This design comes from an exercise in tuning for small area and a short achievable clock period on the open sky130 flow, not from production work. Function was checked by simulation only, so behaviour that the tests miss may differ from the original. Power figures rest on the tool's default switching activity, not on a simulated workload.

==> flow/design.v (excerpt) <==
module resize_controller(
    clk,
    reset_n,
    enable,
    src_addr1,
    src_addr2,
    des_addr,
    stage_flag,
    fraction_part,
    done
);
Size in the first run: about 90 I/O pins, about 5000 um^2 of cells after synthesis.
export LEC_CHECK = 0
export CAP_MARGIN = 20
export CORE_MARGIN = 2
export CORE_UTILIZATION = 40
export PLACE_DENSITY = 0.6
export SLEW_MARGIN = 20
create_clock -name core_clock -period 32.0 [get_ports {clk}]
standard.sh (not shown) runs the stock make flow with config.mk's settings and CLKGATE_MAP_FILE= SYNTH_SCRIPT=/design/flow/synth_recipe.tcl, a recipe that flattens the netlist after the stock synthesis.
==> flow/flow/run.sh <==
#!/bin/bash
# Standard ORFS layout, with the port buffers made of buf_1 cells instead of
# the default delay buffers. Each tool's output goes to the ORFS logs; make's
# own output goes to flow_make.log here.
set -euo pipefail
bash standard.sh "BUFFER_PORTS_ARGS=-buffer_cell sky130_fd_sc_hd__buf_1" "SETUP_SLACK_MARGIN=24.5" finish > flow_make.log 2>&1
The first run passed the timing, design-rule and antenna checks.
Edit:
==> flow/flow/run.sh (replaced) <==
#!/bin/bash
# Standard ORFS layout with two changes: the port buffers are buf_1 cells
# instead of the default delay buffers, and clock tree synthesis uses small
# clock buffers and no dummy loads (the design has few flip-flops).
# make's output goes to flow_make.log; each tool's log is under orfs/logs.
set -euo pipefail
bash standard.sh "BUFFER_PORTS_ARGS=-buffer_cell sky130_fd_sc_hd__buf_1" \
  "CTS_ARGS=-sink_clustering_enable -repair_clock_nets -dont_use_dummy_load -buf_list sky130_fd_sc_hd__clkbuf_4 -root_buf sky130_fd_sc_hd__clkbuf_4" \
  finish > flow_make.log 2>&1
What happened: The changed run completed without violations; utilization falls by 6.2 points; routed wire length went down by 11%; via count falls by 4.6%; area after synthesis is unchanged; worst hold slack is better by 15 ps; sequential share of layout area rose by 3.5 points.
Edit:
--- a/flow/flow/run.sh
+++ b/flow/flow/run.sh
@@ -8,2 +8,2 @@
-  "CTS_ARGS=-sink_clustering_enable -repair_clock_nets -dont_use_dummy_load -buf_list sky130_fd_sc_hd__clkbuf_4 -root_buf sky130_fd_sc_hd__clkbuf_4" \
-  finish > flow_make.log 2>&1
+  "CTS_ARGS=-sink_clustering_enable -repair_clock_nets -dont_use_dummy_load -buf_list sky130_fd_sc_hd__clkbuf_4 -root_buf sky130_fd_sc_hd__clkbuf_8" \
+  "SETUP_SLACK_MARGIN=24.0" finish > flow_make.log 2>&1
Outcome: Final area increases by 3.3%. Sequential power falls by about 3%. Flip-flop and latch count does not change. Global-route usage drops by 0.23 points. Combinational power rises by about 10%. Die area is unchanged.

========
run A:
Another version of the RTL of resize_controller (not shown whole).
For scale: ~83 flip-flops, ~90 I/O pins, roughly 5800 um^2 of cells after synthesis.
## resize_controller
module resize_controller(
    clk,
    reset_n,
    enable,
    src_addr1,
    src_addr2,
    des_addr,
    stage_flag,
    fraction_part,
    done
);
  input wire clk;
  input wire reset_n;
  input wire enable;
  output reg  done, stage_flag;
  output wire [23-1:0] src_addr1, src_addr2;
  output wire [23-1:0] des_addr;
  output wire [15:0] fraction_part;
  reg [19:0] des;       
  reg [1:0]  colh;      
  reg [19:0] s1, s2;    
  reg [7:0]  g;         
  reg [10:0] fr;        
  assign des_addr      = {3'b000, des};
  assign src_addr1     = {3'b000, s1};
  assign src_addr2     = {3'b000, s2};
  assign fraction_part = {2'b00, fr, 3'b000};
  wire [19:0] des_n, s1_n, s2_n;
  wire [1:0]  colh_n;
  wire [7:0]  g_n;
  wire [10:0] fr_n;
  wire        stage_n, done_n;
  rc_next u_next (
    .done(done), .stage_flag(stage_flag), .des(des), .colh(colh), .s1(s1), .g(g),
    .des_n(des_n), .colh_n(colh_n), .s1_n(s1_n), .s2_n(s2_n), .g_n(g_n), .fr_n(fr_n),
    .stage_n(stage_n), .done_n(done_n)
  );
  localparam N = 20 + 2 + 20 + 20 + 8 + 11 + 2;
  wire [N-1:0] d;
  rc_hold #(.W(N)) u_hold (
    .en(enable),
    .nx({des_n, colh_n, s1_n, s2_n, g_n, fr_n, stage_n, done_n}),
    .q ({des,   colh,   s1,   s2,   g,   fr,   stage_flag, done}),
    .d (d)
  );
  always @(posedge clk or negedge reset_n) begin
    if (~reset_n) begin
      des        <= 0;
      colh       <= 0;
      s1         <= 0;
      s2         <= 0;
      g          <= 0;
      fr         <= 0;
      stage_flag <= 0;
      done       <= 0;
    end else begin
      {des, colh, s1, s2, g, fr, stage_flag, done} <= d;
    end
  end
endmodule
Settings: LEC_CHECK=0, CAP_MARGIN=20, CORE_MARGIN=2, CORE_UTILIZATION=40, PLACE_DENSITY=0.6, SLEW_MARGIN=20; clock period 32.0 ns.
run.sh (not shown) runs the stock make flow with config.mk's settings and CLKGATE_MAP_FILE= SYNTH_SCRIPT=/design/flow/synth_recipe.tcl, a recipe that flattens the netlist after the stock synthesis.
Stock flow here: none of the scripts above is used.
Having completed the whole flow, run A delivered a layout that passed the timing, design-rule and antenna checks.
Input-level comparison between run B and run A:
==> flow/flow/run.sh (new file) <==
#!/bin/bash
# Standard ORFS layout with two changes: the port buffers are buf_1 cells
# instead of the default delay buffers, and timing repair aims for a setup
# slack of 25.0 ns at the design's clock period (a shorter achieved period).
# make's output goes to flow_make.log; each tool's log is under orfs/logs.
set -euo pipefail
bash standard.sh "BUFFER_PORTS_ARGS=-buffer_cell sky130_fd_sc_hd__buf_1" "SETUP_SLACK_MARGIN=25.0" finish > flow_make.log 2>&1
==> flow/standard.sh (new file) <==
#!/bin/bash
# synth_recipe.tcl (not shown) runs the flow's synth.tcl, then flattens the netlist and writes it again
# the make line also repeats each setting of config.mk as NAME=value (left out here)
make -C /OpenROAD-flow-scripts/flow DESIGN_CONFIG=/design/flow/config.mk WORK_HOME=/design/flow/orfs CLKGATE_MAP_FILE= SYNTH_SCRIPT=/design/flow/synth_recipe.tcl "${@:-finish}"
removed: flow/run.sh
Results
The lower multi-input gate share of total cell area came out of run B.
From run A to run B the numbers moved as follows: internal reg-to-reg setup slack increased by 0.47 ns relative to the old numbers, total wire length increased by about 15% relative to the old numbers, final area increased by 600 um^2 relative to the old numbers.
Fmax in run B is about 11% higher than in run A
| worst setup slack | run B vs run A | better |
Of the two candidates, run A has the better net load switching power and run B the worse one.
Re critical path depth: no difference whatsoever between run A and run B.
Run B and run A all finish clean.
Run B vs run A, post-route clock period utilization went down by 2.4 points.
Taking run A as the reference, in run B wire length of the first global-routing pass now larger, non-clock buffer count now larger.
#### Input delta (run C over run B)
==> flow/flow/run.sh <==
#!/bin/bash
# Standard ORFS layout, with the port buffers made of buf_1 cells instead of
# the default delay buffers. Each tool's output goes to the ORFS logs; make's
# own output goes to flow_make.log here.
set -euo pipefail
bash standard.sh "BUFFER_PORTS_ARGS=-buffer_cell sky130_fd_sc_hd__buf_1" finish > flow_make.log 2>&1
## What came out
Run C finished every step from synthesis to the final layout, and the layout passed the timing, design-rule and antenna checks. Per the final summary, run B finished and its layout is clean on timing, DRC and antenna. Between run B and run C, the flow reports net switching power decreasing by a little under 10%. Against run B as the reference, run C delivers a higher share of total power in the clock network. Compared with run B, total detailed-routing wirelength in run C decreased by more than 10%. The lower number of global-route vias before repair of run C and run B is in run C.
Setup changes, run C to run D
==> flow/flow/run.sh <==
#!/bin/bash
# Standard ORFS layout with two changes: the port buffers are buf_1 cells
# instead of the default delay buffers, and timing repair aims for a setup
# slack of 24.5 ns at the design's clock period (a shorter achieved period).
# make's output goes to flow_make.log; each tool's log is under orfs/logs.
set -euo pipefail
bash standard.sh "BUFFER_PORTS_ARGS=-buffer_cell sky130_fd_sc_hd__buf_1" "SETUP_SLACK_MARGIN=24.5" finish > flow_make.log 2>&1
--- outcome ---
- No stage failed in run D, and the final checks on the layout all came back clean.
- Between run D and run C, the worst-case clock skew does not differ in any meaningful way.
- Delta (run D minus run C): length in cells of the worst reg-to-reg path now sits higher, register fraction of the total cell area decreased by 0.28 points relative to the old numbers, clock period minus final worst setup slack went down 0.20 ns, post-route fraction of the period consumed by the critical path decreased 0.64 points.
- Across both runs, growth of design area from synthesis to finish was higher for run D than for run C.
- Compared with run C, the router placed fewer vias in run D.
- In the tables for run C and run D, met1 layer usage reported by global route reads lower with run C.
Setup changes, run D to run E
==> flow/flow/run.sh <==
#!/bin/bash
# Standard ORFS layout with two changes: the port buffers are buf_1 cells
# instead of the default delay buffers, and clock tree synthesis uses small
# clock buffers and no dummy loads (the design has few flip-flops).
# make's output goes to flow_make.log; each tool's log is under orfs/logs.
set -euo pipefail
bash standard.sh "BUFFER_PORTS_ARGS=-buffer_cell sky130_fd_sc_hd__buf_1" \
  "CTS_ARGS=-sink_clustering_enable -repair_clock_nets -dont_use_dummy_load -buf_list sky130_fd_sc_hd__clkbuf_4 -root_buf sky130_fd_sc_hd__clkbuf_8" \
  finish > flow_make.log 2>&1
==> run notes <==
Run E: done, clean on timing, DRC and antenna. Run D → run E: initial antenna violation count now sits at about the same level, number of vias per cell now sits higher, area overhead of the layout relative to synthesis now sits lower. Run E against run D: global-route wire length before repair now sits lower; non-clock buffer count now smaller; share of post-route cells with drive strength above 1 moved down.

[re-timing with driven ports]
Ports are ideal in the flow. The routed layouts listed here were re-timed in OpenROAD.
Step 1 (the two cells are an assumption about what drives the block):
set clk [get_ports {clk}]
set_driving_cell -lib_cell sky130_fd_sc_hd__clkbuf_16 $clk
set_driving_cell -lib_cell sky130_fd_sc_hd__buf_2 [delete_from_list [all_inputs] $clk]
Step 2 times the ports against the registers' clock, not the clock port: input delays grow and output delays shrink by t, the midpoint of the rising clock arrivals with the driver on.
Slacks: ideal ports / drivers / drivers and shift; pairs: ideal ports / drivers.
run	shift t [ns]	slack for setup (ns)	worst slew at a driven data input, ns
the first run of note 1	0.369	23.890 / 23.852 / 24.214	0.03
the second run of note 1	0.473	23.313 / 23.282 / 23.524	0.03
the third run of note 1	0.377	23.925 / 23.892 / 23.767	0.03
run A	0.380	23.911 / 23.873 / 24.035	0.03
run B	0.381	24.694 / 24.654 / 24.513	0.18
run C	0.384	24.338 / 24.299 / 23.987	0.03
run D	0.392	24.542 / 24.502 / 24.266	0.03
run E	0.395	24.319 / 24.284 / 23.995	0.03
After both steps every run listed still meets setup and hold. For run C, which loses most, drivers alone change the setup slack by -0.039 ns; drivers and shift together by -0.351 ns.
